This is an optimization exercise on Yosys and OpenROAD, whose aim is small area, a short achievable clock period and few clock cycles, not a production implementation.
Function was checked by simulation only, so behaviour that the tests miss may differ from the original.

File: flow/config.mk
export PLATFORM = sky130hd
export DESIGN_NAME = M1
export DESIGN_NICKNAME = M1
export VERILOG_FILES = /design/flow/design.v
export SDC_FILE = /design/flow/constraint.sdc
export NUM_CORES = 4
export LEC_CHECK = 0
export ABC_CLOCK_PERIOD_IN_PS = 4000
export CAP_MARGIN = 20
export CORE_MARGIN = 2
export CORE_UTILIZATION = 65
export CTS_CLUSTER_DIAMETER = 65
export CTS_CLUSTER_SIZE = 30
export SETUP_SLACK_MARGIN = 5
export SLEW_MARGIN = 20
export SYNTH_HIERARCHICAL = 1
File: flow/constraint.sdc
create_clock -name core_clock -period 14.0 [get_ports {Clock}]
set_input_delay 2.8000 -clock core_clock [delete_from_list [all_inputs] [get_ports {Clock}]]
set_output_delay 2.8000 -clock core_clock [all_outputs]
set_load 0.01 [all_outputs]
File: flow/design.v
`timescale 1ns/100ps
`default_nettype none
module M1 (
   input  logic         Clock,
   input  logic         Resetn,
   input  logic         start,
   output logic         done,
   input  logic  [15:0] SRAM_read_data,
   output logic  [17:0] SRAM_address,
   output logic  [15:0] SRAM_write_data,
   output logic         SRAM_we_n
);
localparam [17:0] BASE_U   = 18'd13824;
localparam [17:0] BASE_V   = 18'd20736;
localparam [17:0] BASE_RGB = 18'd220672;
localparam [1:0] S_IDLE = 2'd0, S_FILL = 2'd1, S_RUN = 2'd2;
logic [1:0]  state;
logic [2:0]  ph;         
logic [6:0]  mc;         
logic [13:0] YP;         
logic [12:0] CP;         
logic [15:0] WP;         
logic [7:0]  win [0:19];
logic [7:0]  UB;
logic [7:0]  VBh, VBl;    
logic [7:0]  Yrh, Yrl;    
logic [7:0]  Vp, B0h;
logic [8:0]  ps0, ps1, ps2, ps3, ps4;
logic [9:0]  ps24;
logic [8:0]  fs0, fs1, fs3, fs4;
logic [9:0]  fs24;
logic [12:0] Flo;
logic [9:0]  FhA, FhB, FqA, FqB, Fs;
logic        Fq12;
logic [7:0]  Fc;
m1_rca #(8) u_ps0 (.a(win[1]), .b(win[19]), .ci(1'b0), .s(ps0[7:0]), .co(ps0[8]));
m1_rca #(8) u_ps1 (.a(win[3]), .b(win[17]), .ci(1'b0), .s(ps1[7:0]), .co(ps1[8]));
assign ps2 = {1'b0, win[5]} + {1'b0, win[15]};
m1_rca #(8) u_ps3 (.a(win[7]), .b(win[13]), .ci(1'b0), .s(ps3[7:0]), .co(ps3[8]));
assign ps4 = {1'b0, win[9]} + {1'b0, win[11]};
assign ps24 = {1'b0, ps2} + {1'b0, ps4};
always_ff @(posedge Clock) begin
   fs0 <= ps0;
   fs1 <= ps1;
   fs3 <= ps3;
   fs4 <= ps4;
   fs24 <= ps24;
end
logic [8:0]  nfs0, nfs1, nfs3, nfs4;
logic [9:0]  nfs24;
assign nfs0 = ~fs0;
assign nfs1 = ~fs1;
assign nfs3 = ~fs3;
assign nfs4 = ~fs4;
assign nfs24 = ~fs24;
logic fl1, fl2, fl3, fl4, fl5, fl6, fl7, fl8, fl9, fl10, fl11, fl12, fl13, fl14, fl15, fl16;
logic fl17, fl18, fl19, fl20, fl21, fl22, fl23, fl24, fl25, fl26, fl27, fl28, fl29, fl30, fl31, fl32;
logic fl33, fl34, fl35, fl36, fl37, fl38, fl39, fl40, fl41, fl42, fl43, fl44, fl45, fl46, fl47, fl48;
logic fl49, fl50, fl51, fl52, fl53, fl54, fl55, fl56, fl57, fl58, fl59, fl60, fl61, fl62, fl63, fl64;
logic fl65, fl66, fl67, fl68, fl69, fl70, fl71, fl72, fl73, fl74, fl75, fl76, fl77, fl78, fl79, fl80;
logic fl81, fl82, fl83, fl84, fl85, fl86, fl87, fl88, fl89, fl90, fl91, fl92, fl93, fl94, fl95, fl96;
logic fl97, fl98, fl99, fl100, fl101, fl102, fl103, fl104, fl105, fl106, fl107, fl108, fl109, fl110, fl111, fl112;
logic fl113, fl114, fl115, fl116, fl117, fl118, fl119, fl120, fl121, fl122, fl123, fl124, fl125, fl126, fl127, fl128;
logic fl129, fl130, fl131, fl132, fl133, fl134, fl135, fl136, fl137, fl138, fl139, fl140, fl141, fl142, fl143, fl144;
logic fl145, fl146, fl147, fl148, fl149, fl150, fl151, fl152, fl153, fl154, fl155, fl156, fl157, fl158, fl159, fl160;
logic fl161, fl162, fl163, fl164, fl165, fl166, fl167, fl168, fl169, fl170, fl171, fl172, fl173, fl174, fl175, fl176;
logic fl177, fl178, fl179, fl180, fl181, fl182, fl183, fl184, fl185, fl186, fl187, fl188, fl189, fl190;
m1_ha u_fl1 (.a(fs0[4]), .b(fs0[1]), .s(fl1), .co(fl2));
m1_ha u_fl3 (.a(fs0[5]), .b(fs0[2]), .s(fl3), .co(fl4));
m1_fa u_fl5 (.a(fs0[6]), .b(fs0[3]), .c(nfs1[7]), .s(fl5), .co(fl6));
m1_ha u_fl7 (.a(nfs1[3]), .b(nfs1[2]), .s(fl7), .co(fl8));
m1_fa u_fl9 (.a(fs0[7]), .b(fs0[4]), .c(nfs1[8]), .s(fl9), .co(fl10));
m1_fa u_fl11 (.a(nfs1[4]), .b(nfs1[3]), .c(nfs24[9]), .s(fl11), .co(fl12));
m1_fa u_fl13 (.a(fs0[8]), .b(fs0[5]), .c(nfs1[5]), .s(fl13), .co(fl14));
m1_ha u_fl15 (.a(fs0[6]), .b(nfs1[6]), .s(fl15), .co(fl16));
m1_ha u_fl17 (.a(fs0[7]), .b(nfs1[7]), .s(fl17), .co(fl18));
m1_fa u_fl19 (.a(fs0[3]), .b(fs0[0]), .c(nfs1[4]), .s(fl19), .co(fl20));
m1_ha u_fl21 (.a(nfs1[0]), .b(nfs24[5]), .s(fl21), .co(fl22));
m1_fa u_fl23 (.a(fl1), .b(nfs1[5]), .c(nfs1[1]), .s(fl23), .co(fl24));
m1_fa u_fl25 (.a(nfs1[0]), .b(nfs24[6]), .c(nfs24[3]), .s(fl25), .co(fl26));
m1_ha u_fl27 (.a(fs24[1]), .b(fs3[2]), .s(fl27), .co(fl28));
m1_fa u_fl29 (.a(fl3), .b(nfs1[6]), .c(nfs1[2]), .s(fl29), .co(fl30));
m1_fa u_fl31 (.a(nfs1[1]), .b(nfs24[7]), .c(nfs24[4]), .s(fl31), .co(fl32));
m1_fa u_fl33 (.a(fs24[2]), .b(fs3[3]), .c(fl2), .s(fl33), .co(fl34));
m1_fa u_fl35 (.a(fl5), .b(fl7), .c(nfs24[8]), .s(fl35), .co(fl36));
m1_fa u_fl37 (.a(nfs24[5]), .b(fs24[3]), .c(nfs24[0]), .s(fl37), .co(fl38));
assign fl39 = ~(fs3[4] ^ fl4);
assign fl40 = fs3[4] | fl4;
m1_fa u_fl41 (.a(fl9), .b(fl11), .c(nfs24[6]), .s(fl41), .co(fl42));
m1_fa u_fl43 (.a(fs24[4]), .b(nfs24[1]), .c(fs3[5]), .s(fl43), .co(fl44));
m1_fa u_fl45 (.a(fs3[0]), .b(fl6), .c(fl8), .s(fl45), .co(fl46));
m1_fa u_fl47 (.a(fl13), .b(nfs1[4]), .c(nfs24[7]), .s(fl47), .co(fl48));
m1_fa u_fl49 (.a(fs24[5]), .b(nfs24[2]), .c(fs3[6]), .s(fl49), .co(fl50));
m1_fa u_fl51 (.a(fs3[1]), .b(fl10), .c(fl12), .s(fl51), .co(fl52));
m1_fa u_fl53 (.a(fl15), .b(nfs1[5]), .c(nfs24[8]), .s(fl53), .co(fl54));
m1_fa u_fl55 (.a(fs24[6]), .b(nfs24[3]), .c(fs3[7]), .s(fl55), .co(fl56));
m1_fa u_fl57 (.a(fs3[2]), .b(fs4[0]), .c(fl14), .s(fl57), .co(fl58));
m1_fa u_fl59 (.a(fl17), .b(nfs1[6]), .c(nfs24[9]), .s(fl59), .co(fl60));
m1_fa u_fl61 (.a(fs24[7]), .b(nfs24[4]), .c(fs3[8]), .s(fl61), .co(fl62));
m1_fa u_fl63 (.a(fs3[3]), .b(fs4[1]), .c(fl16), .s(fl63), .co(fl64));
m1_fa u_fl65 (.a(fs0[8]), .b(nfs1[8]), .c(nfs1[7]), .s(fl65), .co(fl66));
m1_fa u_fl67 (.a(fs24[8]), .b(nfs24[5]), .c(fs3[4]), .s(fl67), .co(fl68));
assign fl69 = ~(fs4[2] ^ fl18);
assign fl70 = fs4[2] | fl18;
m1_fa u_fl71 (.a(nfs1[8]), .b(fs24[9]), .c(nfs24[6]), .s(fl71), .co(fl72));
m1_ha u_fl73 (.a(fs0[1]), .b(nfs1[2]), .s(fl73), .co(fl74));
m1_fa u_fl75 (.a(fs0[2]), .b(nfs1[3]), .c(nfs24[4]), .s(fl75), .co(fl76));
m1_fa u_fl77 (.a(fl19), .b(fl21), .c(nfs24[2]), .s(fl77), .co(fl78));
m1_ha u_fl79 (.a(fs24[0]), .b(fs3[1]), .s(fl79), .co(fl80));
m1_fa u_fl81 (.a(fl23), .b(fl25), .c(fl27), .s(fl81), .co(fl82));
assign fl83 = ~(fl20 ^ fl22);
assign fl84 = fl20 | fl22;
m1_fa u_fl85 (.a(fl29), .b(fl31), .c(fl33), .s(fl85), .co(fl86));
m1_fa u_fl87 (.a(fl24), .b(fl26), .c(fl28), .s(fl87), .co(fl88));
m1_fa u_fl89 (.a(fl35), .b(fl37), .c(fl39), .s(fl89), .co(fl90));
m1_fa u_fl91 (.a(fl30), .b(fl32), .c(fl34), .s(fl91), .co(fl92));
m1_fa u_fl93 (.a(fl41), .b(fl43), .c(fl45), .s(fl93), .co(fl94));
m1_fa u_fl95 (.a(fl36), .b(fl38), .c(fl40), .s(fl95), .co(fl96));
m1_fa u_fl97 (.a(fl47), .b(fl49), .c(fl51), .s(fl97), .co(fl98));
m1_fa u_fl99 (.a(fl42), .b(fl44), .c(fl46), .s(fl99), .co(fl100));
m1_fa u_fl101 (.a(fl53), .b(fl55), .c(fl57), .s(fl101), .co(fl102));
m1_fa u_fl103 (.a(fl48), .b(fl50), .c(fl52), .s(fl103), .co(fl104));
m1_fa u_fl105 (.a(fl59), .b(fl61), .c(fl63), .s(fl105), .co(fl106));
m1_fa u_fl107 (.a(fl54), .b(fl56), .c(fl58), .s(fl107), .co(fl108));
m1_fa u_fl109 (.a(fl65), .b(fl67), .c(fl69), .s(fl109), .co(fl110));
m1_fa u_fl111 (.a(fl60), .b(fl62), .c(fl64), .s(fl111), .co(fl112));
m1_fa u_fl113 (.a(fl71), .b(fs3[5]), .c(fs4[3]), .s(fl113), .co(fl114));
m1_fa u_fl115 (.a(fl66), .b(fl68), .c(fl70), .s(fl115), .co(fl116));
m1_fa u_fl117 (.a(nfs24[7]), .b(fs3[6]), .c(fs4[4]), .s(fl117), .co(fl118));
m1_ha u_fl119 (.a(nfs24[8]), .b(fs3[7]), .s(fl119), .co(fl120));
m1_ha u_fl121 (.a(nfs24[9]), .b(fs3[8]), .s(fl121), .co(fl122));
m1_ha u_fl123 (.a(fl73), .b(nfs24[3]), .s(fl123), .co(fl124));
m1_fa u_fl125 (.a(fl75), .b(nfs24[1]), .c(fs3[0]), .s(fl125), .co(fl126));
m1_fa u_fl127 (.a(fl77), .b(fl79), .c(fl76), .s(fl127), .co(fl128));
m1_fa u_fl129 (.a(fl81), .b(fl83), .c(fl78), .s(fl129), .co(fl130));
m1_fa u_fl131 (.a(fl85), .b(fl87), .c(fl82), .s(fl131), .co(fl132));
m1_fa u_fl133 (.a(fl89), .b(fl91), .c(fl86), .s(fl133), .co(fl134));
m1_fa u_fl135 (.a(fl93), .b(fl95), .c(fl90), .s(fl135), .co(fl136));
m1_fa u_fl137 (.a(fl97), .b(fl99), .c(fl94), .s(fl137), .co(fl138));
m1_fa u_fl139 (.a(fl101), .b(fl103), .c(fl98), .s(fl139), .co(fl140));
m1_fa u_fl141 (.a(fl105), .b(fl107), .c(fl102), .s(fl141), .co(fl142));
m1_fa u_fl143 (.a(fl109), .b(fl111), .c(fl106), .s(fl143), .co(fl144));
m1_fa u_fl145 (.a(fl113), .b(fl115), .c(fl110), .s(fl145), .co(fl146));
m1_fa u_fl147 (.a(fl117), .b(fl72), .c(fl114), .s(fl147), .co(fl148));
m1_fa u_fl149 (.a(fl119), .b(fs4[5]), .c(fl118), .s(fl149), .co(fl150));
m1_fa u_fl151 (.a(fl121), .b(fs4[6]), .c(fl120), .s(fl151), .co(fl152));
m1_ha u_fl153 (.a(nfs1[0]), .b(nfs24[1]), .s(fl153), .co(fl154));
m1_fa u_fl155 (.a(fs0[0]), .b(nfs1[1]), .c(nfs24[2]), .s(fl155), .co(fl156));
assign fl157 = ~(fl123 ^ nfs24[0]);
assign fl158 = fl123 | nfs24[0];
m1_fa u_fl159 (.a(fl125), .b(fl74), .c(fl124), .s(fl159), .co(fl160));
assign fl161 = ~(fl127 ^ fl126);
assign fl162 = fl127 | fl126;
m1_fa u_fl163 (.a(fl129), .b(fl80), .c(fl128), .s(fl163), .co(fl164));
m1_fa u_fl165 (.a(fl131), .b(fl84), .c(fl130), .s(fl165), .co(fl166));
m1_fa u_fl167 (.a(fl133), .b(fl88), .c(fl132), .s(fl167), .co(fl168));
m1_fa u_fl169 (.a(fl135), .b(fl92), .c(fl134), .s(fl169), .co(fl170));
m1_fa u_fl171 (.a(fl137), .b(fl96), .c(fl136), .s(fl171), .co(fl172));
m1_fa u_fl173 (.a(fl139), .b(fl100), .c(fl138), .s(fl173), .co(fl174));
m1_fa u_fl175 (.a(fl141), .b(fl104), .c(fl140), .s(fl175), .co(fl176));
m1_fa u_fl177 (.a(fl143), .b(fl108), .c(fl142), .s(fl177), .co(fl178));
m1_fa u_fl179 (.a(fl145), .b(fl112), .c(fl144), .s(fl179), .co(fl180));
m1_fa u_fl181 (.a(fl147), .b(fl116), .c(fl146), .s(fl181), .co(fl182));
assign fl183 = ~(fl149 ^ fl148);
assign fl184 = fl149 | fl148;
assign fl185 = ~(fl151 ^ fl150);
assign fl186 = fl151 | fl150;
m1_fa u_fl187 (.a(fs4[7]), .b(fl122), .c(fl152), .s(fl187), .co(fl188));
assign fl189 = ~fs4[8];
assign fl190 = fs4[8];
assign Flo = {1'b0, {fl173, fl171, fl169, fl167, fl165, fl163, fl161, fl159, fl157, fl155, fl153, nfs24[0]}} + {1'b0, {fl172, fl170, fl168, fl166, fl164, fl162, fl160, fl158, fl156, fl154, 1'b1, 1'b1}};
assign FhA = {1'b1, 1'b1, fl189, fl187, fl185, fl183, fl181, fl179, fl177, fl175};
assign FhB = {1'b0, fl190, fl188, fl186, fl184, fl182, fl180, fl178, fl176, fl174};
always_ff @(posedge Clock) begin
   FqA <= FhA;
   FqB <= FhB;
   Fq12 <= Flo[12];
end
assign Fs = FqA + FqB + {9'd0, Fq12};
assign Fc = Fs[9] ? 8'h00 : Fs[8] ? 8'hFF : Fs[7:0];
logic [7:0]  Yi, Ci, GU, GV;
logic        selB, selR;
logic [15:0] RBlo, Glo;
logic [10:0] RBhA, RBhB, RBqA, RBqB, RBr;
logic [9:0]  GhA, GhB, GqA, GqB, Gr;
logic        RBq15, Gq15;
logic [7:0]  RBc, Gc;
always_ff @(posedge Clock) begin
   case (ph)
      3'd3: begin                       
         Yi <= SRAM_read_data[15:8];
         Ci <= win[9];
         selB <= 1'b1;
      end
      3'd4: begin                       
         Yi <= Yrh;
         Ci <= win[7];
         selB <= 1'b0;
         GU <= win[8];
         GV <= win[7];
      end
      3'd0: begin                       
         Yi <= Yrl;
         Ci <= Vp;
         selB <= 1'b0;
         GU <= Fc;
      end
      default: begin                    
         Yi <= Yrl;
         Ci <= GU;
         selB <= 1'b1;
         GV <= Vp;
      end
   endcase
end
assign selR = ~selB;
logic [7:0]  nYi, CR, nCR, CB, nCB, nGU, nGV;
assign nYi = ~Yi;
assign CR  = Ci & {8{selR}};
assign nCR = ~Ci & {8{selR}};
assign CB  = Ci & {8{selB}};
assign nCB = ~Ci & {8{selB}};
assign nGU = ~GU;
assign nGV = ~GV;
logic px1, px2, px3, px4, px5, px6, px7, px8, px9, px10, px11, px12, px13, px14, px15, px16;
logic px17, px18, px19, px20, px21, px22, px23, px24, px25, px26, px27, px28, px29, px30, px31, px32;
logic px33, px34, px35, px36, px37, px38, px39, px40, px41, px42, px43, px44, px45, px46, px47, px48;
logic px49, px50, px51, px52, px53, px54, px55, px56, px57, px58, px59, px60, px61, px62, px63, px64;
logic px65, px66, px67, px68, px69, px70, px71, px72, px73, px74, px75, px76, px77, px78, px79, px80;
logic px81, px82, px83, px84, px85, px86, px87, px88, px89, px90, px91, px92, px93, px94, px95, px96;
logic px97, px98, px99, px100, px101, px102, px103, px104, px105, px106, px107, px108, px109, px110, px111, px112;
logic px113, px114, px115, px116, px117, px118, px119, px120, px121, px122, px123, px124, px125, px126, px127, px128;
logic px129, px130, px131, px132, px133, px134, px135, px136, px137, px138, px139, px140, px141, px142, px143, px144;
logic px145, px146, px147, px148, px149, px150, px151, px152, px153, px154, px155, px156, px157, px158, px159, px160;
logic px161, px162, px163, px164, px165, px166, px167, px168, px169, px170, px171, px172, px173, px174, px175, px176;
logic px177, px178, px179, px180, px181, px182, px183, px184, px185, px186, px187, px188, px189, px190, px191, px192;
logic px193, px194, px195, px196, px197, px198, px199, px200, px201, px202, px203, px204, px205, px206, px207, px208;
logic px209, px210, px211, px212, px213, px214, px215, px216, px217, px218, px219, px220, px221, px222, px223, px224;
logic px225, px226, px227, px228, px229, px230, px231, px232, px233, px234, px235, px236, px237, px238, px239, px240;
logic px241, px242, px243, px244, px245, px246, px247, px248, px249, px250, px251, px252, px253, px254, px255, px256;
logic px257, px258, px259, px260, px261, px262, px263, px264, px265, px266, px267, px268, px269, px270, px271, px272;
logic px273, px274, px275, px276, px277, px278, px279, px280, px281, px282, px283, px284, px285, px286, px287, px288;
logic px289, px290, px291, px292, px293, px294, px295, px296, px297, px298, px299, px300, px301, px302, px303, px304;
logic px305, px306, px307, px308, px309, px310, px311, px312, px313, px314, px315, px316, px317, px318, px319, px320;
logic px321, px322, px323, px324, px325, px326, px327, px328, px329, px330, px331, px332, px333, px334, px335, px336;
logic px337, px338, px339, px340, px341, px342, px343, px344, px345, px346, px347, px348, px349, px350, px351, px352;
logic px353, px354, px355, px356, px357, px358, px359, px360, px361, px362, px363, px364, px365, px366, px367, px368;
logic px369, px370, px371, px372, px373, px374, px375, px376, px377, px378, px379, px380, px381, px382, px383, px384;
logic px385, px386, px387, px388, px389, px390, px391, px392, px393, px394, px395, px396, px397, px398, px399, px400;
logic px401, px402, px403, px404, px405, px406, px407, px408, px409, px410, px411, px412, px413, px414, px415, px416;
logic px417, px418, px419, px420, px421, px422, px423, px424, px425, px426, px427, px428, px429, px430, px431, px432;
logic px433, px434, px435, px436, px437, px438;
m1_ha u_px1 (.a(nYi[3]), .b(CR[3]), .s(px1), .co(px2));
m1_fa u_px3 (.a(nYi[4]), .b(CR[4]), .c(CR[2]), .s(px3), .co(px4));
m1_fa u_px5 (.a(nYi[5]), .b(Ci[0]), .c(CR[5]), .s(px5), .co(px6));
m1_fa u_px7 (.a(nYi[6]), .b(Ci[1]), .c(CR[6]), .s(px7), .co(px8));
m1_ha u_px9 (.a(CR[4]), .b(CB[7]), .s(px9), .co(px10));
m1_fa u_px11 (.a(nYi[7]), .b(Yi[0]), .c(Ci[2]), .s(px11), .co(px12));
m1_fa u_px13 (.a(CR[7]), .b(CR[5]), .c(nCB[6]), .s(px13), .co(px14));
m1_fa u_px15 (.a(Yi[1]), .b(Ci[3]), .c(CR[6]), .s(px15), .co(px16));
m1_ha u_px17 (.a(nCB[7]), .b(nCB[5]), .s(px17), .co(px18));
m1_fa u_px19 (.a(Yi[2]), .b(Yi[0]), .c(Ci[4]), .s(px19), .co(px20));
m1_fa u_px21 (.a(CR[7]), .b(nCR[0]), .c(nCB[6]), .s(px21), .co(px22));
m1_fa u_px23 (.a(Yi[3]), .b(Yi[1]), .c(Ci[5]), .s(px23), .co(px24));
m1_ha u_px25 (.a(nCR[1]), .b(nCB[7]), .s(px25), .co(px26));
m1_fa u_px27 (.a(Yi[4]), .b(Yi[2]), .c(Yi[0]), .s(px27), .co(px28));
m1_ha u_px29 (.a(Ci[6]), .b(nCR[2]), .s(px29), .co(px30));
m1_fa u_px31 (.a(Yi[5]), .b(Yi[3]), .c(Yi[1]), .s(px31), .co(px32));
m1_ha u_px33 (.a(Ci[7]), .b(nCR[3]), .s(px33), .co(px34));
m1_fa u_px35 (.a(Yi[6]), .b(Yi[4]), .c(Yi[2]), .s(px35), .co(px36));
m1_fa u_px37 (.a(nCR[4]), .b(CR[2]), .c(nCR[0]), .s(px37), .co(px38));
m1_fa u_px39 (.a(Yi[7]), .b(Yi[5]), .c(Yi[3]), .s(px39), .co(px40));
m1_fa u_px41 (.a(Yi[0]), .b(nCR[5]), .c(CR[3]), .s(px41), .co(px42));
m1_ha u_px43 (.a(nCR[1]), .b(CB[6]), .s(px43), .co(px44));
m1_fa u_px45 (.a(Yi[6]), .b(Yi[4]), .c(Yi[1]), .s(px45), .co(px46));
m1_fa u_px47 (.a(Ci[0]), .b(nCR[6]), .c(CR[4]), .s(px47), .co(px48));
assign px49 = ~(nCR[2] ^ CB[7]);
assign px50 = nCR[2] | CB[7];
m1_fa u_px51 (.a(Yi[7]), .b(Yi[5]), .c(Yi[2]), .s(px51), .co(px52));
m1_fa u_px53 (.a(Ci[1]), .b(nCR[7]), .c(CR[5]), .s(px53), .co(px54));
m1_fa u_px55 (.a(Yi[6]), .b(Yi[3]), .c(Ci[2]), .s(px55), .co(px56));
m1_ha u_px57 (.a(Yi[7]), .b(Yi[4]), .s(px57), .co(px58));
m1_ha u_px59 (.a(nYi[1]), .b(CR[1]), .s(px59), .co(px60));
m1_fa u_px61 (.a(nYi[2]), .b(CR[2]), .c(CR[0]), .s(px61), .co(px62));
m1_fa u_px63 (.a(px1), .b(CR[1]), .c(CB[4]), .s(px63), .co(px64));
m1_ha u_px65 (.a(nCB[2]), .b(nCB[0]), .s(px65), .co(px66));
m1_fa u_px67 (.a(px3), .b(CB[5]), .c(nCB[3]), .s(px67), .co(px68));
assign px69 = ~(nCB[1] ^ px2);
assign px70 = nCB[1] | px2;
m1_fa u_px71 (.a(px5), .b(CR[3]), .c(CB[6]), .s(px71), .co(px72));
m1_fa u_px73 (.a(nCB[4]), .b(nCB[2]), .c(px4), .s(px73), .co(px74));
m1_fa u_px75 (.a(px7), .b(px9), .c(nCB[5]), .s(px75), .co(px76));
m1_fa u_px77 (.a(nCB[3]), .b(selB), .c(px6), .s(px77), .co(px78));
m1_fa u_px79 (.a(px11), .b(px13), .c(nCB[4]), .s(px79), .co(px80));
assign px81 = ~(px8 ^ px10);
assign px82 = px8 | px10;
m1_fa u_px83 (.a(px15), .b(px17), .c(CB[0]), .s(px83), .co(px84));
m1_fa u_px85 (.a(selB), .b(px12), .c(px14), .s(px85), .co(px86));
m1_fa u_px87 (.a(px19), .b(px21), .c(CB[1]), .s(px87), .co(px88));
m1_fa u_px89 (.a(selR), .b(px16), .c(px18), .s(px89), .co(px90));
m1_fa u_px91 (.a(px23), .b(px25), .c(CB[2]), .s(px91), .co(px92));
m1_fa u_px93 (.a(selR), .b(px20), .c(px22), .s(px93), .co(px94));
m1_fa u_px95 (.a(px27), .b(px29), .c(CR[0]), .s(px95), .co(px96));
m1_fa u_px97 (.a(CB[3]), .b(px24), .c(px26), .s(px97), .co(px98));
m1_fa u_px99 (.a(px31), .b(px33), .c(CR[1]), .s(px99), .co(px100));
m1_fa u_px101 (.a(CB[4]), .b(px28), .c(px30), .s(px101), .co(px102));
m1_fa u_px103 (.a(px35), .b(px37), .c(CB[5]), .s(px103), .co(px104));
m1_fa u_px105 (.a(selB), .b(px32), .c(px34), .s(px105), .co(px106));
m1_fa u_px107 (.a(px39), .b(px41), .c(px43), .s(px107), .co(px108));
m1_fa u_px109 (.a(selB), .b(px36), .c(px38), .s(px109), .co(px110));
m1_fa u_px111 (.a(px45), .b(px47), .c(px49), .s(px111), .co(px112));
m1_fa u_px113 (.a(px40), .b(px42), .c(px44), .s(px113), .co(px114));
m1_fa u_px115 (.a(px51), .b(px53), .c(nCR[3]), .s(px115), .co(px116));
m1_fa u_px117 (.a(px46), .b(px48), .c(px50), .s(px117), .co(px118));
m1_fa u_px119 (.a(px55), .b(CR[6]), .c(nCR[4]), .s(px119), .co(px120));
assign px121 = ~(px52 ^ px54);
assign px122 = px52 | px54;
m1_fa u_px123 (.a(px57), .b(Ci[3]), .c(CR[7]), .s(px123), .co(px124));
m1_fa u_px125 (.a(nCR[5]), .b(selR), .c(px56), .s(px125), .co(px126));
m1_fa u_px127 (.a(Yi[5]), .b(Ci[4]), .c(nCR[6]), .s(px127), .co(px128));
m1_ha u_px129 (.a(selB), .b(px58), .s(px129), .co(px130));
m1_fa u_px131 (.a(Yi[6]), .b(Ci[5]), .c(nCR[7]), .s(px131), .co(px132));
m1_ha u_px133 (.a(nYi[0]), .b(CR[0]), .s(px133), .co(px134));
m1_fa u_px135 (.a(px59), .b(CB[2]), .c(nCB[0]), .s(px135), .co(px136));
m1_fa u_px137 (.a(px61), .b(CB[3]), .c(nCB[1]), .s(px137), .co(px138));
m1_fa u_px139 (.a(px63), .b(px65), .c(selB), .s(px139), .co(px140));
m1_fa u_px141 (.a(px67), .b(px69), .c(px64), .s(px141), .co(px142));
m1_fa u_px143 (.a(px71), .b(px73), .c(px68), .s(px143), .co(px144));
m1_fa u_px145 (.a(px75), .b(px77), .c(px72), .s(px145), .co(px146));
m1_fa u_px147 (.a(px79), .b(px81), .c(px76), .s(px147), .co(px148));
m1_fa u_px149 (.a(px83), .b(px85), .c(px80), .s(px149), .co(px150));
m1_fa u_px151 (.a(px87), .b(px89), .c(px84), .s(px151), .co(px152));
m1_fa u_px153 (.a(px91), .b(px93), .c(px88), .s(px153), .co(px154));
m1_fa u_px155 (.a(px95), .b(px97), .c(px92), .s(px155), .co(px156));
m1_fa u_px157 (.a(px99), .b(px101), .c(px96), .s(px157), .co(px158));
m1_fa u_px159 (.a(px103), .b(px105), .c(px100), .s(px159), .co(px160));
m1_fa u_px161 (.a(px107), .b(px109), .c(px104), .s(px161), .co(px162));
m1_fa u_px163 (.a(px111), .b(px113), .c(px108), .s(px163), .co(px164));
m1_fa u_px165 (.a(px115), .b(px117), .c(px112), .s(px165), .co(px166));
m1_fa u_px167 (.a(px119), .b(px121), .c(px116), .s(px167), .co(px168));
m1_fa u_px169 (.a(px123), .b(px125), .c(px120), .s(px169), .co(px170));
m1_fa u_px171 (.a(px127), .b(px129), .c(px124), .s(px171), .co(px172));
m1_fa u_px173 (.a(px131), .b(selB), .c(px128), .s(px173), .co(px174));
m1_fa u_px175 (.a(Yi[7]), .b(Ci[6]), .c(px132), .s(px175), .co(px176));
m1_ha u_px177 (.a(px133), .b(CB[1]), .s(px177), .co(px178));
m1_fa u_px179 (.a(px135), .b(selB), .c(px134), .s(px179), .co(px180));
m1_fa u_px181 (.a(px137), .b(px60), .c(px136), .s(px181), .co(px182));
m1_fa u_px183 (.a(px139), .b(px62), .c(px138), .s(px183), .co(px184));
m1_fa u_px185 (.a(px141), .b(px66), .c(px140), .s(px185), .co(px186));
m1_fa u_px187 (.a(px143), .b(px70), .c(px142), .s(px187), .co(px188));
m1_fa u_px189 (.a(px145), .b(px74), .c(px144), .s(px189), .co(px190));
m1_fa u_px191 (.a(px147), .b(px78), .c(px146), .s(px191), .co(px192));
m1_fa u_px193 (.a(px149), .b(px82), .c(px148), .s(px193), .co(px194));
m1_fa u_px195 (.a(px151), .b(px86), .c(px150), .s(px195), .co(px196));
m1_fa u_px197 (.a(px153), .b(px90), .c(px152), .s(px197), .co(px198));
m1_fa u_px199 (.a(px155), .b(px94), .c(px154), .s(px199), .co(px200));
m1_fa u_px201 (.a(px157), .b(px98), .c(px156), .s(px201), .co(px202));
m1_fa u_px203 (.a(px159), .b(px102), .c(px158), .s(px203), .co(px204));
m1_fa u_px205 (.a(px161), .b(px106), .c(px160), .s(px205), .co(px206));
m1_fa u_px207 (.a(px163), .b(px110), .c(px162), .s(px207), .co(px208));
m1_fa u_px209 (.a(px165), .b(px114), .c(px164), .s(px209), .co(px210));
m1_fa u_px211 (.a(px167), .b(px118), .c(px166), .s(px211), .co(px212));
m1_fa u_px213 (.a(px169), .b(px122), .c(px168), .s(px213), .co(px214));
m1_fa u_px215 (.a(px171), .b(px126), .c(px170), .s(px215), .co(px216));
m1_fa u_px217 (.a(px173), .b(px130), .c(px172), .s(px217), .co(px218));
assign px219 = ~(px175 ^ px174);
assign px220 = px175 | px174;
m1_ha u_px221 (.a(Ci[7]), .b(px176), .s(px221), .co(px222));
m1_ha u_px223 (.a(Yi[6]), .b(Yi[4]), .s(px223), .co(px224));
m1_fa u_px225 (.a(Yi[7]), .b(Yi[5]), .c(Yi[3]), .s(px225), .co(px226));
m1_ha u_px227 (.a(Yi[6]), .b(Yi[4]), .s(px227), .co(px228));
m1_ha u_px229 (.a(Yi[7]), .b(Yi[5]), .s(px229), .co(px230));
m1_ha u_px231 (.a(nYi[5]), .b(nGU[6]), .s(px231), .co(px232));
m1_fa u_px233 (.a(nYi[6]), .b(nGU[7]), .c(nGU[5]), .s(px233), .co(px234));
m1_fa u_px235 (.a(nYi[7]), .b(Yi[0]), .c(nGU[6]), .s(px235), .co(px236));
m1_ha u_px237 (.a(Yi[1]), .b(nGU[7]), .s(px237), .co(px238));
m1_ha u_px239 (.a(Yi[2]), .b(Yi[0]), .s(px239), .co(px240));
m1_fa u_px241 (.a(Yi[3]), .b(Yi[1]), .c(nGU[6]), .s(px241), .co(px242));
m1_fa u_px243 (.a(Yi[4]), .b(Yi[2]), .c(Yi[0]), .s(px243), .co(px244));
m1_fa u_px245 (.a(Yi[5]), .b(Yi[3]), .c(Yi[1]), .s(px245), .co(px246));
m1_fa u_px247 (.a(nGU[4]), .b(nGU[1]), .c(nGU[0]), .s(px247), .co(px248));
m1_fa u_px249 (.a(px223), .b(Yi[2]), .c(nGU[5]), .s(px249), .co(px250));
m1_fa u_px251 (.a(nGU[2]), .b(nGU[1]), .c(nGV[3]), .s(px251), .co(px252));
m1_ha u_px253 (.a(nGV[1]), .b(nGV[0]), .s(px253), .co(px254));
m1_fa u_px255 (.a(px225), .b(Yi[0]), .c(nGU[6]), .s(px255), .co(px256));
m1_fa u_px257 (.a(nGU[3]), .b(nGU[2]), .c(nGV[4]), .s(px257), .co(px258));
m1_fa u_px259 (.a(nGV[2]), .b(nGV[1]), .c(px224), .s(px259), .co(px260));
m1_fa u_px261 (.a(px227), .b(Yi[1]), .c(nGU[7]), .s(px261), .co(px262));
m1_fa u_px263 (.a(nGU[4]), .b(nGU[3]), .c(nGV[5]), .s(px263), .co(px264));
m1_fa u_px265 (.a(nGV[3]), .b(nGV[2]), .c(px226), .s(px265), .co(px266));
m1_fa u_px267 (.a(px229), .b(Yi[2]), .c(nGU[5]), .s(px267), .co(px268));
m1_fa u_px269 (.a(nGU[4]), .b(nGV[6]), .c(nGV[4]), .s(px269), .co(px270));
assign px271 = ~(nGV[3] ^ px228);
assign px272 = nGV[3] | px228;
m1_fa u_px273 (.a(Yi[6]), .b(Yi[3]), .c(nGU[6]), .s(px273), .co(px274));
m1_fa u_px275 (.a(nGU[5]), .b(nGV[7]), .c(nGV[5]), .s(px275), .co(px276));
m1_ha u_px277 (.a(nGV[4]), .b(px230), .s(px277), .co(px278));
m1_fa u_px279 (.a(Yi[7]), .b(Yi[4]), .c(nGU[7]), .s(px279), .co(px280));
m1_fa u_px281 (.a(nGU[6]), .b(nGV[6]), .c(nGV[5]), .s(px281), .co(px282));
m1_ha u_px283 (.a(nYi[2]), .b(nGU[3]), .s(px283), .co(px284));
m1_fa u_px285 (.a(nYi[3]), .b(nGU[4]), .c(nGU[2]), .s(px285), .co(px286));
m1_ha u_px287 (.a(nGU[1]), .b(nGV[0]), .s(px287), .co(px288));
m1_fa u_px289 (.a(nYi[4]), .b(nGU[5]), .c(nGU[3]), .s(px289), .co(px290));
m1_fa u_px291 (.a(nGU[2]), .b(nGU[0]), .c(nGV[1]), .s(px291), .co(px292));
m1_fa u_px293 (.a(px231), .b(nGU[4]), .c(nGU[3]), .s(px293), .co(px294));
assign px295 = ~(nGU[1] ^ nGV[2]);
assign px296 = nGU[1] | nGV[2];
m1_fa u_px297 (.a(px233), .b(nGU[4]), .c(nGU[2]), .s(px297), .co(px298));
assign px299 = ~(nGV[3] ^ px232);
assign px300 = nGV[3] | px232;
m1_fa u_px301 (.a(px235), .b(nGU[5]), .c(nGU[3]), .s(px301), .co(px302));
assign px303 = ~(nGV[4] ^ px234);
assign px304 = nGV[4] | px234;
m1_fa u_px305 (.a(px237), .b(nGU[6]), .c(nGU[4]), .s(px305), .co(px306));
m1_fa u_px307 (.a(nGU[0]), .b(nGV[5]), .c(px236), .s(px307), .co(px308));
m1_fa u_px309 (.a(px239), .b(nGU[7]), .c(nGU[5]), .s(px309), .co(px310));
m1_fa u_px311 (.a(nGU[1]), .b(nGV[6]), .c(px238), .s(px311), .co(px312));
m1_fa u_px313 (.a(px241), .b(nGU[2]), .c(nGV[7]), .s(px313), .co(px314));
assign px315 = ~(nGV[0] ^ px240);
assign px316 = nGV[0] | px240;
m1_fa u_px317 (.a(px243), .b(nGU[7]), .c(nGU[3]), .s(px317), .co(px318));
m1_fa u_px319 (.a(nGU[0]), .b(nGV[1]), .c(px242), .s(px319), .co(px320));
m1_fa u_px321 (.a(px245), .b(px247), .c(nGV[2]), .s(px321), .co(px322));
assign px323 = ~(nGV[0] ^ px244);
assign px324 = nGV[0] | px244;
m1_fa u_px325 (.a(px249), .b(px251), .c(px253), .s(px325), .co(px326));
assign px327 = ~(px246 ^ px248);
assign px328 = px246 | px248;
m1_fa u_px329 (.a(px255), .b(px257), .c(px259), .s(px329), .co(px330));
m1_fa u_px331 (.a(px250), .b(px252), .c(px254), .s(px331), .co(px332));
m1_fa u_px333 (.a(px261), .b(px263), .c(px265), .s(px333), .co(px334));
m1_fa u_px335 (.a(px256), .b(px258), .c(px260), .s(px335), .co(px336));
m1_fa u_px337 (.a(px267), .b(px269), .c(px271), .s(px337), .co(px338));
m1_fa u_px339 (.a(px262), .b(px264), .c(px266), .s(px339), .co(px340));
m1_fa u_px341 (.a(px273), .b(px275), .c(px277), .s(px341), .co(px342));
m1_fa u_px343 (.a(px268), .b(px270), .c(px272), .s(px343), .co(px344));
m1_fa u_px345 (.a(px279), .b(px281), .c(px274), .s(px345), .co(px346));
assign px347 = ~(px276 ^ px278);
assign px348 = px276 | px278;
m1_fa u_px349 (.a(Yi[5]), .b(nGU[7]), .c(nGV[7]), .s(px349), .co(px350));
m1_fa u_px351 (.a(nGV[6]), .b(px280), .c(px282), .s(px351), .co(px352));
m1_ha u_px353 (.a(Yi[6]), .b(nGV[7]), .s(px353), .co(px354));
m1_ha u_px355 (.a(nYi[1]), .b(nGU[2]), .s(px355), .co(px356));
m1_fa u_px357 (.a(px283), .b(nGU[1]), .c(nGU[0]), .s(px357), .co(px358));
m1_fa u_px359 (.a(px285), .b(px287), .c(px284), .s(px359), .co(px360));
m1_fa u_px361 (.a(px289), .b(px291), .c(px286), .s(px361), .co(px362));
m1_fa u_px363 (.a(px293), .b(px295), .c(px290), .s(px363), .co(px364));
m1_fa u_px365 (.a(px297), .b(px299), .c(px294), .s(px365), .co(px366));
m1_fa u_px367 (.a(px301), .b(px303), .c(px298), .s(px367), .co(px368));
m1_fa u_px369 (.a(px305), .b(px307), .c(px302), .s(px369), .co(px370));
m1_fa u_px371 (.a(px309), .b(px311), .c(px306), .s(px371), .co(px372));
m1_fa u_px373 (.a(px313), .b(px315), .c(px310), .s(px373), .co(px374));
m1_fa u_px375 (.a(px317), .b(px319), .c(px314), .s(px375), .co(px376));
m1_fa u_px377 (.a(px321), .b(px323), .c(px318), .s(px377), .co(px378));
m1_fa u_px379 (.a(px325), .b(px327), .c(px322), .s(px379), .co(px380));
m1_fa u_px381 (.a(px329), .b(px331), .c(px326), .s(px381), .co(px382));
m1_fa u_px383 (.a(px333), .b(px335), .c(px330), .s(px383), .co(px384));
m1_fa u_px385 (.a(px337), .b(px339), .c(px334), .s(px385), .co(px386));
m1_fa u_px387 (.a(px341), .b(px343), .c(px338), .s(px387), .co(px388));
m1_fa u_px389 (.a(px345), .b(px347), .c(px342), .s(px389), .co(px390));
m1_fa u_px391 (.a(px349), .b(px351), .c(px346), .s(px391), .co(px392));
m1_fa u_px393 (.a(px353), .b(px350), .c(px352), .s(px393), .co(px394));
m1_ha u_px395 (.a(nYi[0]), .b(nGU[1]), .s(px395), .co(px396));
assign px397 = ~(px355 ^ nGU[0]);
assign px398 = px355 | nGU[0];
assign px399 = ~(px357 ^ px356);
assign px400 = px357 | px356;
assign px401 = ~(px359 ^ px358);
assign px402 = px359 | px358;
m1_fa u_px403 (.a(px361), .b(px288), .c(px360), .s(px403), .co(px404));
m1_fa u_px405 (.a(px363), .b(px292), .c(px362), .s(px405), .co(px406));
m1_fa u_px407 (.a(px365), .b(px296), .c(px364), .s(px407), .co(px408));
m1_fa u_px409 (.a(px367), .b(px300), .c(px366), .s(px409), .co(px410));
m1_fa u_px411 (.a(px369), .b(px304), .c(px368), .s(px411), .co(px412));
m1_fa u_px413 (.a(px371), .b(px308), .c(px370), .s(px413), .co(px414));
m1_fa u_px415 (.a(px373), .b(px312), .c(px372), .s(px415), .co(px416));
m1_fa u_px417 (.a(px375), .b(px316), .c(px374), .s(px417), .co(px418));
m1_fa u_px419 (.a(px377), .b(px320), .c(px376), .s(px419), .co(px420));
m1_fa u_px421 (.a(px379), .b(px324), .c(px378), .s(px421), .co(px422));
m1_fa u_px423 (.a(px381), .b(px328), .c(px380), .s(px423), .co(px424));
m1_fa u_px425 (.a(px383), .b(px332), .c(px382), .s(px425), .co(px426));
m1_fa u_px427 (.a(px385), .b(px336), .c(px384), .s(px427), .co(px428));
m1_fa u_px429 (.a(px387), .b(px340), .c(px386), .s(px429), .co(px430));
m1_fa u_px431 (.a(px389), .b(px344), .c(px388), .s(px431), .co(px432));
m1_fa u_px433 (.a(px391), .b(px348), .c(px390), .s(px433), .co(px434));
assign px435 = ~(px393 ^ px392);
assign px436 = px393 | px392;
m1_fa u_px437 (.a(Yi[7]), .b(px354), .c(px394), .s(px437), .co(px438));
assign RBlo = {1'b0, {px203, px201, px199, px197, px195, px193, px191, px189, px187, px185, px183, px181, px179, px177, CB[0]}} + {1'b0, {px202, px200, px198, px196, px194, px192, px190, px188, px186, px184, px182, px180, px178, 1'b1, 1'b0}};
assign RBhA = {1'b1, 1'b1, px221, px219, px217, px215, px213, px211, px209, px207, px205};
assign RBhB = {1'b0, px222, px220, px218, px216, px214, px212, px210, px208, px206, px204};
assign Glo = {1'b0, {px421, px419, px417, px415, px413, px411, px409, px407, px405, px403, px401, px399, px397, px395, nGU[0]}} + {1'b0, {px420, px418, px416, px414, px412, px410, px408, px406, px404, px402, px400, px398, px396, 1'b1, 1'b1}};
assign GhA = {1'b1, 1'b1, px437, px435, px433, px431, px429, px427, px425, px423};
assign GhB = {1'b0, px438, px436, px434, px432, px430, px428, px426, px424, px422};
always_ff @(posedge Clock) begin
   RBqA <= RBhA; RBqB <= RBhB; RBq15 <= RBlo[15];
   GqA <= GhA; GqB <= GhB; Gq15 <= Glo[15];
end
assign RBr = RBqA + RBqB + {10'd0, RBq15};
assign Gr = GqA + GqB + {9'd0, Gq15};
assign RBc = RBr[10] ? 8'h00 : (RBr[9] | RBr[8]) ? 8'hFF : RBr[7:0];
assign Gc = Gr[9] ? 8'h00 : Gr[8] ? 8'hFF : Gr[7:0];
logic run, fill;
logic last_row;
assign run   = (state == S_RUN);
assign fill  = (state == S_FILL);
assign last_row = CP[12] & CP[11] & CP[9] & CP[8];    
logic f_last, f_neg, f_odd, f_ubus, f_uub, f_vbh, f_vbl;
logic [6:0] mc_new, m_new;
logic upd_flags;
assign mc_new = (state == S_FILL) ? 7'd0 : mc + 7'd1;
assign m_new  = mc_new - 7'd1;
assign upd_flags = (state == S_FILL) || (state == S_RUN && ph == 3'd4);
always_ff @(posedge Clock) begin
   if (upd_flags) begin
      f_last <= (mc_new == 7'd96);
      f_neg  <= (mc_new == 7'd0);
      f_odd  <= ~mc_new[0];
      f_ubus <= mc_new[0] && mc_new != 7'd0 && m_new <= 7'd88;
      f_uub  <= ~mc_new[0] && (mc_new == 7'd0 || m_new <= 7'd89);
      f_vbh  <= ~mc_new[0] && (mc_new == 7'd0 || m_new <= 7'd87);
      f_vbl  <= mc_new[0] && mc_new != 7'd0 && m_new <= 7'd88;
   end
end
localparam [2:0] SH_NONE = 3'd0, SH_BUS = 3'd1, SH_VBH = 3'd2, SH_VBL = 3'd3,
                 SH_UB = 3'd4, SH_CLAMP = 3'd5;
logic [2:0] sh;
logic ub_ld, vb_ld, y_ld, vp_ld;
always_comb begin
   sh = SH_NONE;
   ub_ld = 1'b0; vb_ld = 1'b0; y_ld = 1'b0; vp_ld = 1'b0;
   if (run) begin
      case (ph)
         3'd0: if (f_neg) begin sh = SH_BUS; ub_ld = 1'b1; end   
         3'd1: if (f_neg) sh = SH_VBL;                       
         3'd2: begin
            if (f_last) begin                    
               sh = SH_BUS; vb_ld = 1'b1;
            end else if (f_ubus) begin
               sh = SH_BUS; ub_ld = 1'b1;
            end else if (f_uub) begin
               sh = SH_UB;
            end else
               sh = SH_CLAMP;
            if (f_vbh) vb_ld = 1'b1;
         end
         3'd3: begin
            y_ld = 1'b1;
            if (f_last) begin                    
               sh = SH_BUS; ub_ld = 1'b1;
            end else if (f_vbh)
               sh = SH_VBH;
            else if (f_vbl)
               sh = SH_VBL;
            else
               sh = SH_CLAMP;
         end
         default: begin  
            vp_ld = 1'b1;
            if (f_last) sh = SH_CLAMP;           
         end
      endcase
   end else if (fill) begin
      case (mc[4:0])
         5'd2:  begin sh = SH_BUS; vb_ld = 1'b1; end    
         5'd3:  begin sh = SH_BUS; ub_ld = 1'b1; end    
         5'd12: sh = SH_VBL;                            
         5'd13: sh = SH_UB;                             
         5'd14: begin sh = SH_BUS; vb_ld = 1'b1; end    
         5'd15: begin sh = SH_BUS; ub_ld = 1'b1; end    
         5'd16: sh = SH_VBL;                            
         5'd17: sh = SH_UB;                             
         5'd18: begin sh = SH_BUS; vb_ld = 1'b1; end    
         default: if (mc >= 7'd4) sh = SH_CLAMP;
      endcase
   end
end
logic [7:0] sh_in;
always_comb begin
   case (sh)
      SH_BUS:  sh_in = SRAM_read_data[15:8];
      SH_VBH:  sh_in = VBh;
      SH_VBL:  sh_in = VBl;
      SH_UB:   sh_in = UB;
      default: sh_in = win[18];
   endcase
end
always_ff @(posedge Clock) begin
   if (sh != SH_NONE) begin
      for (int i = 0; i < 19; i++) win[i] <= win[i+1];
      win[19] <= sh_in;
   end
   if (ub_ld) UB <= SRAM_read_data[7:0];
   VBh <= SRAM_read_data[15:8];
   Yrh <= SRAM_read_data[15:8];
   if (vb_ld) VBl <= SRAM_read_data[7:0];
   if (y_ld)  Yrl <= SRAM_read_data[7:0];
   if (vp_ld) Vp <= Fc;
   if (ph == 3'd0) B0h <= RBc;
   case (ph)
      3'd1:    SRAM_write_data <= {RBc, Gc};     
      3'd2:    SRAM_write_data <= {B0h, RBc};    
      default: SRAM_write_data <= {Gc, RBc};     
   endcase
end
logic we_q;
assign SRAM_we_n = ~we_q;
always_ff @(posedge Clock or negedge Resetn) begin
   if (~Resetn) begin
      state <= S_IDLE;
      done <= 1'b0;
      we_q <= 1'b0;
   end else begin
      we_q <= 1'b0;
      case (state)
         S_IDLE: if (start) begin
            done <= 1'b0;
            state <= S_FILL;
         end
         S_FILL: if (mc == 7'd18) state <= S_RUN;
         default: begin  
            if ((ph == 3'd1 || ph == 3'd2 || ph == 3'd3) && !f_neg) we_q <= 1'b1;
            if (ph == 3'd4 && f_last) begin
               if (last_row) begin
                  state <= S_IDLE;
                  done <= 1'b1;
               end else
                  state <= S_FILL;
            end
         end
      endcase
   end
end
always_ff @(posedge Clock) begin
   SRAM_address <= {2'b11, WP};        
   case (state)
      S_IDLE: begin
         if (start) begin
            mc <= 7'd0;
            YP <= 14'd0;
            CP <= 13'd0;
            WP <= BASE_RGB[15:0];
            SRAM_address <= BASE_V;               
         end
      end
      S_FILL: begin
         mc <= (mc == 7'd18) ? 7'd0 : mc + 7'd1;
         case (mc[4:0])
            5'd0:  begin SRAM_address <= BASE_U + CP; CP <= CP + 13'd1; end
            5'd11: SRAM_address <= BASE_V + CP;
            5'd12: begin SRAM_address <= BASE_U + CP; CP <= CP + 13'd1; end
            5'd15: SRAM_address <= BASE_V + CP;
            5'd16: begin SRAM_address <= BASE_U + CP; CP <= CP + 13'd1; end
            5'd18: SRAM_address <= BASE_V + CP;   
            default: ;
         endcase
         ph <= 3'd0;
      end
      default: begin  
         ph <= (ph == 3'd4) ? 3'd0 : ph + 3'd1;
         case (ph)
            3'd0: begin
               if (!f_last) begin
                  SRAM_address <= {4'd0, YP};
                  YP <= YP + 14'd1;
               end else if (!last_row) begin
                  SRAM_address <= BASE_U + CP;
                  CP <= CP + 13'd1;
               end
            end
            3'd1, 3'd2, 3'd3: begin
               if (!f_neg) begin
                  SRAM_address <= {2'b11, WP};
                  WP <= WP + 16'd1;
               end
            end
            default: begin  
               if (f_last) begin
                  mc <= 7'd5;
               end else begin
                  mc <= mc + 7'd1;
                  if (mc == 7'd95) begin
                     if (!last_row) SRAM_address <= BASE_V + CP;    
                  end else if (mc[0] && mc <= 7'd87) begin
                     SRAM_address <= BASE_V + CP;                   
                  end else if (!mc[0] && mc <= 7'd88) begin
                     SRAM_address <= BASE_U + CP;                   
                     CP <= CP + 13'd1;
                  end
               end
            end
         endcase
      end
   endcase
end
endmodule
module m1_rca #(parameter int N = 8) (
   input  logic [N-1:0] a,
   input  logic [N-1:0] b,
   input  logic         ci,
   output logic [N-1:0] s,
   output logic         co
);
logic [N:0] c;
assign c[0] = ci;
for (genvar i = 0; i < N; i++) begin : g_bit
   m1_fa u_fa (.a(a[i]), .b(b[i]), .c(c[i]), .s(s[i]), .co(c[i+1]));
end
assign co = c[N];
endmodule
module m1_fa (input logic a, input logic b, input logic c, output logic s, output logic co);
assign s = a ^ b ^ c;
assign co = (a & b) | (c & (a ^ b));
endmodule
module m1_ha (input logic a, input logic b, output logic s, output logic co);
assign s = a ^ b;
assign co = a & b;
endmodule
File: flow/flow/run.sh
#!/bin/bash
set -euo pipefail
bash standard.sh SETUP_SLACK_MARGIN=10 finish > standard_make.log 2>&1
File: flow/standard.sh
#!/bin/bash
# synth_recipe.tcl (not shown) runs the flow's synth.tcl, then flattens the netlist and writes it again
# the make line also repeats each setting of config.mk as NAME=value (left out here)
make -C /OpenROAD-flow-scripts/flow DESIGN_CONFIG=/design/flow/config.mk WORK_HOME=/design/flow/orfs CLKGATE_MAP_FILE= SYNTH_SCRIPT=/design/flow/synth_recipe.tcl "${@:-finish}"
==> results of run 1 <==
[per-module statistics from Yosys (local to each module, per instance), excerpt]
| module | times used | cells inside | area (um^2) |
|---|---|---|---|
| m1_ha | 40 | 1 | 12.5 |
| m1_fa | 273 | 1 | 20.0 |
| M1 | 1 | 1762 | 19800 |
[timing repair]
item,in CTS,in global routing
hold buffers,0,0
gates cloned,2,1
resized for setup,135,41
pin swaps,3,4
buffers inserted,3,44
endpoints found under the setup margin,215,189
[how the worst max path moves through the flow]
stage	to	slack, ps	from
3_3_place_gp	CP[0]$_SDFFCE_PP0P_	9070	start
5_1_grt	RBq15$_DFF_P_	9930	selB$_DFF_P_
6_report	SRAM_address[1]	10030	SRAM_address[1]$_DFF_P_
3_5_place_dp	CP[5]$_SDFFCE_PP0P_	8950	start
2_1_floorplan	CP[0]$_SDFFCE_PP0P_	10040	start
4_1_cts	RBq15$_DFF_P_	9850	Yi[5]$_DFF_P_
[metrics by stage]
stage | cell area (um^2) | utilization, % | cells
after global routing | 28300 | 73.0 | 2701
final | 28300 | 73.0 | 2701
after floorplan | 25700 | - | 2077
after global placement | 26700 | 68.9 | 2599
after detailed placement | 26700 | 68.9 | 2599
after CTS | 27900 | 71.9 | 2656
[Yosys cell counts, types with 12 or more instances]
cell type                  count
sky130_fd_sc_hd__fa_1        289
sky130_fd_sc_hd__a21oi_1      61
sky130_fd_sc_hd__o22ai_1      13
sky130_fd_sc_hd__o21ai_0      75
sky130_fd_sc_hd__clkbuf_1     41
sky130_fd_sc_hd__or3_1        12
sky130_fd_sc_hd__inv_1       213
sky130_fd_sc_hd__ha_1        158
sky130_fd_sc_hd__o211ai_1     14
sky130_fd_sc_hd__nand2b_1     13
sky130_fd_sc_hd__nor2b_1      26
sky130_fd_sc_hd__nand2_1     112
sky130_fd_sc_hd__xnor2_1      38
sky130_fd_sc_hd__nor2_1      143
sky130_fd_sc_hd__and3_1       18
sky130_fd_sc_hd__mux2i_1      18
sky130_fd_sc_hd__nand3_1      44
sky130_fd_sc_hd__xor2_1       31
sky130_fd_sc_hd__nor3_1       28
sky130_fd_sc_hd__o21a_1       18
sky130_fd_sc_hd__and2_1       30
sky130_fd_sc_hd__edfxtp_1    266
sky130_fd_sc_hd__nand4_1      15
sky130_fd_sc_hd__dfxtp_1     160
sky130_fd_sc_hd__a21o_1       28
sky130_fd_sc_hd__a221o_1      20
[metal layers]
metal | vias to the layer above | share of wire [%] | global-route usage, %
met5 | - | 0 | 0
met4 | 0 | 2.7 | 7.72
met3 | 99 | 6.8 | 4.94
met2 | 583 | 47 | 46.5
met1 | 8198 | 44 | 41.8
li1 | 7356 | - | -
[layout by cell type (no fill, tap or decap), drive strengths merged, types with 26 or more instances in the layout]
cell type	n
nor2	144
o21ai	81
dfxtp	160
nor3	28
xor2	31
buf	73
nand2	115
inv	221
ha	158
nand3	45
a21o	28
nor2b	26
edfxtp	266
clkbuf	34
xnor2	39
and2	32
fa	289
a21oi	61
[logic make-up (layout without fill, tap and decap cells)]
| group | count (synthesis) | in the layout |
|---|---|---|
| XOR/XNOR | 70 | 70 |
| AO/OA/AOI/OAI | 343 | 343 |
| other | 1 | 3 |
| adder cells (fa/ha/maj) | 447 | 447 |
| multiplexers | 26 | 26 |
| buffers and inverters | 281 | 384 |
| AND/OR/NAND/NOR | 477 | 480 |
| flip-flops | 430 | 430 |
[state kept, by name, indices dropped and copies added, names as in the netlist, 10 cells and up]
name             flops
SRAM_address        17
SRAM_write_data     16
YP                  14
CP                  13
win                152
WP                  16
RBqB                10
fs24                10
[area by class of cell]
class	count	share of cell area (%)
clock inverter	22	1.45
clock buffer	30	2.50
tap	518	2.29
inverter	219	3.00
timing repair buffer	113	3.25
sequential	430	40.0
multi-input combinational	1369	47.5
==> reports/summary.md, run 1 <==
- ratio of final minimum period to clock period: 28.4%
- total grt overflow: 0
- die height: 203 um
- top achievable clock speed: 252 MHz
- number of iterations in the first detailed-routing pass: 5
- count of buffers inserted at the top-level ports: 54
- share of synthesized cell area in full adder, half adder and majority cells: 30.2%
- path depth of the worst reg2reg path: 11
- Top Family by Delay on Critical Path: flip-flops
- worst skew pair latency: 640 ps
- count of final setup violators: 0
- Synth Warn #: 9
- total number of vias: 16200
- Initial Utilization: 66.3%
- mean cell area of the mapped netlist: 12.4 um^2
- antenna fix cells: 0
- most instantiated flip-flop cell in the synthesis netlist: sky130_fd_sc_hd__edfxtp_1
- Setup Slack @ Placement: 8950 ps
- fraction of synthesized cell area in xor and xnor cells: 2.41%
- # nets final: 2627
- Setup Skew: 43.7 ps
- RSZ-0062 raised after global routing: true
- average via count per standard cell: 6.01
- routed length per placed instance: 21.9 um
- relative max-transition margin: 32.0%
- cells after synthesis: 2075
- post-synthesis share of cell area spent on and, or, nand and nor gates: 8.96%
- sequential standard cell area: 11300 um^2
- result of the run: timing/DRC/antenna clean
- worst path cell trace: clkdlybuf4s15_2
- final-layout fill cell count: 2581
- fraction of final layout cells sized beyond drive strength 1: 10.2%
- share of the synthesized area in the top cell type: 31.0%
- worst reg2reg setup slack: 10060 ps
- post-synthesis sequential area ratio: 43.9%
- htree depth: 1
- horizontal die dimension: 203 um
- first-pass GRT wire length: 91600 um
- element type at the critical path start: flip-flop
- slowest CP cell: sky130_fd_sc_hd__dfxtp_2
- FF-to-FF Start: selB$_DFF_P_
- number of distinct library cell variants in the gate-level netlist after synthesis: 84
- standard-cell row count: 72
- Sum Neg Setup Slack: 0 ps
- min cycle time layout: 3970 ps
- clock tree root driver cell: sky130_fd_sc_hd__clkbuf_16
- clock transition at the registers of the reported paths: 110 ps
- final worst slack: 10030 ps
- post-synth top area cell: sky130_fd_sc_hd__edfxtp_1
- hold_ws: 375 ps
- share of cell area taken by muxes after synthesis: 1.05%
- crit-path max cell delay: 340 ps
- Post-Synthesis Cell Area: 25700 um^2
- total number of cells along the worst setup path: 1
- global routing usage summed across all routing layers: 29.1%
- crit path capture type: primary output
- Critical Path RT: 11200 ps
- number of sinks on the clock net: 430
- Antenna Violating Nets Remaining: 0
- classification of the worst-slack hold path: reg2reg
- cell depth of the worst min-delay path: 0
- number of antenna violations at the first check in global routing: 0
- measured slew at the worst slew-check pin: 1020 ps
- main combinational cell family by area after synthesis: adder cells
- critical path fanouts, max: 1
- ys async rst share: 0.930%
- area fraction in compound gates after synthesis: 9.19%
- number of pins exceeding their max-slew limit in the final report: 0
- buffers and inverters on the worst path: 1
- Starting DRT DRC Count: 1385
- CTS tree: built
- final count of hold timing violations: 0
- residual DRC count: 0
- worst r2r dst: RBq15$_DFF_P_
- crit path DAT: 1170 ps
- ranking of synthesized cells by area: sky130_fd_sc_hd__edfxtp_1 31%, sky130_fd_sc_hd__fa_1 22%, sky130_fd_sc_hd__dfxtp_1 12%, sky130_fd_sc_hd__ha_1 7.7%, sky130_fd_sc_hd__inv_1 3.1%
- pin count of the biggest net entering global routing: 77
- path type of the worst setup path: reg2out
- growth of design area from synthesis to finish: 10.2%
- total CTS buffers: 28
- dpl hpwl: 44500 um
- I/O pin count: 55
- destination of the worst hold path: FqB[8]$_DFF_P_
- Seq cells post-synth: 430
- vias in the first global route: 16700
- Post-synth EDFFs: 266
- area enclosed by the die boundary: 41200 um^2
- placer congestion estimate: 0.930
- number of max-cap violations: 0
- Core Area: 38800 um^2
- source of the worst hold timing path: fs4[8]$_DFF_P_
- Multi-input gate area: 13500 um^2
- total routed wirelength: 59200 um
- buffer levels on the longest clock path: 3
Testbench counts, summed over its fixed seeds: cycles 431,172.
==> run 2, diff against run 1 <==
--- a/flow/config.mk
+++ b/flow/config.mk
@@ -9,8 +9,9 @@
 export CAP_MARGIN = 20
 export CORE_MARGIN = 2
 export CORE_UTILIZATION = 65
-export CTS_CLUSTER_DIAMETER = 65
-export CTS_CLUSTER_SIZE = 30
+export CTS_CLUSTER_DIAMETER = 60
+export CTS_CLUSTER_SIZE = 25
 export SETUP_SLACK_MARGIN = 5
 export SLEW_MARGIN = 20
 export SYNTH_HIERARCHICAL = 1
+export TNS_END_PERCENT = 20
==> run 2 against run 1 <==
Critical path depth unchanged. Sequential share of layout area down 0.087 points. Design area up 0.14%. Critical endpoint is now SRAM_address[5]. Routed wire length down 1.1%. Count of clock-buffer cells in the layout up 3. Register-to-register slack worse by 30 ps.
==> reports/summary.md, run 2 <==
- RSZ-0062 raised after global routing: true
- total routed wirelength: 58500 um
- number of hold-repair buffers added at the cts stage: 0
- number of antenna violations at the first check in global routing: 2
- ranking of synthesized cells by area: sky130_fd_sc_hd__edfxtp_1 31%, sky130_fd_sc_hd__fa_1 22%, sky130_fd_sc_hd__dfxtp_1 12%, sky130_fd_sc_hd__ha_1 7.7%, sky130_fd_sc_hd__inv_1 3.1%
- routed length per placed instance: 21.7 um
- Starting DRT DRC Count: 1587
- path type of the worst setup path: reg2out
- dominant cell by count in the synthesized netlist: sky130_fd_sc_hd__fa_1
- standard-cell row count: 72
- residual DRC count: 0
- pin count of the biggest net entering global routing: 77
- final worst slack: 10020 ps
- number of distinct library cell variants in the gate-level netlist after synthesis: 84
- area enclosed by the die boundary: 41200 um^2
- I/O pin count: 55
- largest register by flop count: win
- clock transition at the registers of the reported paths: 90 ps
- Initial Utilization: 66.3%
- classification of the worst-slack hold path: reg2reg
- buffer levels on the longest clock path: 3
- crit path capture type: primary output
- crit-path max cell delay: 340 ps
- Seq cells post-synth: 430
- htree depth: 1
- worst skew pair latency: 630 ps
- top achievable clock speed: 251 MHz
- most instantiated flip-flop cell in the synthesis netlist: sky130_fd_sc_hd__edfxtp_1
- Core Area: 38800 um^2
- antenna fix cells: 0
- mean cell area of the mapped netlist: 12.4 um^2
- element type at the critical path start: flip-flop
- cells after synthesis: 2075
- relative max-transition margin: 34.4%
- fraction of final layout cells sized beyond drive strength 1: 10.0%
- post-synth top area cell: sky130_fd_sc_hd__edfxtp_1
- leading registers by flop count: win (152), SRAM_address (17)
- top cell types by occurrence after synthesis: 289 x sky130_fd_sc_hd__fa_1, 266 x sky130_fd_sc_hd__edfxtp_1, 213 x sky130_fd_sc_hd__inv_1
- Synth Warn #: 9
- dpl hpwl: 44400 um
- horizontal die dimension: 203 um
- crit path DAT: 1180 ps
- final count of hold timing violations: 0
- placer congestion estimate: 0.967
- buffers and inverters on the worst path: 1
- count of buffers inserted at the top-level ports: 54
- # nets final: 2622
- ys async rst share: 0.930%
- post-synthesis sequential area ratio: 43.9%
- leading cell types in the layout, fill and taps excluded: 285 x sky130_fd_sc_hd__fa_1, 266 x sky130_fd_sc_hd__edfxtp_1, 204 x sky130_fd_sc_hd__inv_1
- share of the synthesized area in the top cell type: 31.0%
- critical path fanouts, max: 1
- global routing usage summed across all routing layers: 28.9%
- number of max-cap violations: 0
- slowest CP cell: sky130_fd_sc_hd__dfxtp_2
- Sum Neg Setup Slack: 0 ps
- total CTS buffers: 31
- number of sinks on the clock net: 430
- worst path cell trace: clkdlybuf4s15_2
- Setup Slack @ Placement: 9180 ps
- clock tree root driver cell: sky130_fd_sc_hd__clkbuf_16
- total number of vias: 16200
- number of iterations in the first detailed-routing pass: 6
- vias in the first global route: 16500
- Antenna Violating Nets Remaining: 0
- result of the run: timing/DRC/antenna clean
- average via count per standard cell: 6.02
- leading cell type in the layout, fill and taps excluded: sky130_fd_sc_hd__fa_1
- Top Family by Delay on Critical Path: flip-flops
- CTS tree: built
- first-pass GRT wire length: 91500 um
- Post-Synthesis Cell Area: 25700 um^2
- flip-flop count of the largest register after layout: 152
- Critical Path RT: 11200 ps
- ratio of final minimum period to clock period: 28.4%
- die height: 203 um
- number of pins exceeding their max-slew limit in the final report: 0
- Setup Skew: 39.7 ps
- min cycle time layout: 3980 ps
- total grt overflow: 0
- growth of design area from synthesis to finish: 10.3%
- measured slew at the worst slew-check pin: 985 ps
- Post-synth EDFFs: 266
- count of final setup violators: 0
[run 2: cell counts after synthesis]
Identical to the previous run, type by type.
[run 2: cell type report]
| cell class | count | area (um^2) |
|---|---|---|
| Clock buffer | 33 | 783 |
| Clock inverter | 25 | 395 |
| Fill cell | 2599 | 10400 |
| Inverter | 219 | 853 |
| Multi-Input combinational cell | 1367 | 13500 |
| Sequential cell | 430 | 11300 |
| Tap cell | 518 | 648 |
| Timing Repair Buffer | 107 | 920 |
[run 2: cell families after synthesis]
| group | Yosys count | synth area share (%) |
|---|---|---|
| and+or+nand+nor | 477 | 8.96 |
| adders and majority gates | 447 | 30.2 |
| DFF | 430 | 43.9 |
| AOI/OAI and AO/OA | 343 | 9.19 |
| buffers and inverters | 281 | 4.32 |
| xor gates and xnor gates | 70 | 2.41 |
| muxes | 26 | 1.05 |
| other | 1 | 0.0146 |
[run 2: timing repair]
item,4_1_cts,5_1_grt
endpoints found under the hold margin,0,0
gates cloned,1,1
endpoints found under the setup margin,201,159
pin swaps,1,2
resized for setup,143,37
setup buffers,2,36
[run 2: layer usage]
| metal | share of wire [%] | vias to the layer above | GRT usage [%] |
|---|---|---|---|
| li1 | - | 7356 | - |
| met1 | 44 | 8125 | 42.6 |
| met2 | 47 | 658 | 46.3 |
| met3 | 6.6 | 102 | 3.96 |
| met4 | 2.8 | 2 | 7.04 |
| met5 | 0.022 | - | 0 |
[run 2: path summary, 6_finish.rpt]
kind,depth (start not counted),to,startpoint,slack [ps]
max in group asynchronous,1,state[1]$_DFFE_PN0P_,Resetn,11430
min in group asynchronous,1,we_q$_DFF_PN0_,Resetn,2390
max reg2reg,10,Fq12$_DFF_P_,fs1[7]$_DFF_P_,10030
min,0,FqB[8]$_DFF_P_,fs4[8]$_DFF_P_,380
max,1,SRAM_address[5],SRAM_address[5]$_DFF_P_,10020
min reg2reg,0,FqB[8]$_DFF_P_,fs4[8]$_DFF_P_,380
[run 2: per-module statistics from Yosys, one instance, submodules excluded, excerpt]
module / cells inside / area (um^2) / flip-flops and latches
m1_ha: 1 / 12.5 / 0
M1: 1762 / 19800 / 430
m1_fa: 1 / 20.0 / 0
[run 2: through the flow]
stage / instances / hold WS [ps] / utilization [%] / cell area (um^2)
after floorplan: 2077 / 331 / - / 25700
after global routing: 2699 / 400 / 73.1 / 28400
after global placement: 2601 / 339 / 68.9 / 26800
after CTS: 2662 / 380 / 72.1 / 28000
final: 2699 / 384 / 73.1 / 28400
after detailed placement: 2601 / 349 / 68.9 / 26800

static timing again, ports no longer ideal:
How much do the figures lean on ideal ports? The routed layouts below were timed once more, with nothing changed but the port constraints. Step 1 assumes that a clkbuf_16 drives the clock port and a buf_2 every other input. Step 2 moves the port delays by t, midway between the first and last clock arrival at a register: inputs arrive t later, outputs are due t later. That takes back most of the time a late clock gives input paths. Slacks: ideal / step 1 / step 2; pairs: ideal / step 1.
| run | t, ns | setup slack, ns | latest minus earliest clock arrival (ns) |
|---|---|---|---|
| run 1 | 0.667 | 10.026 / 9.971 / 9.696 | 0.047 / 0.047 |
| run 2 | 0.666 | 10.018 / 9.964 / 9.675 | 0.041 / 0.040 |
After both steps setup and hold are still met in every run listed. The setup slack of run 2, which loses most, moves by -0.054 ns with the drivers and by -0.343 ns with both steps.
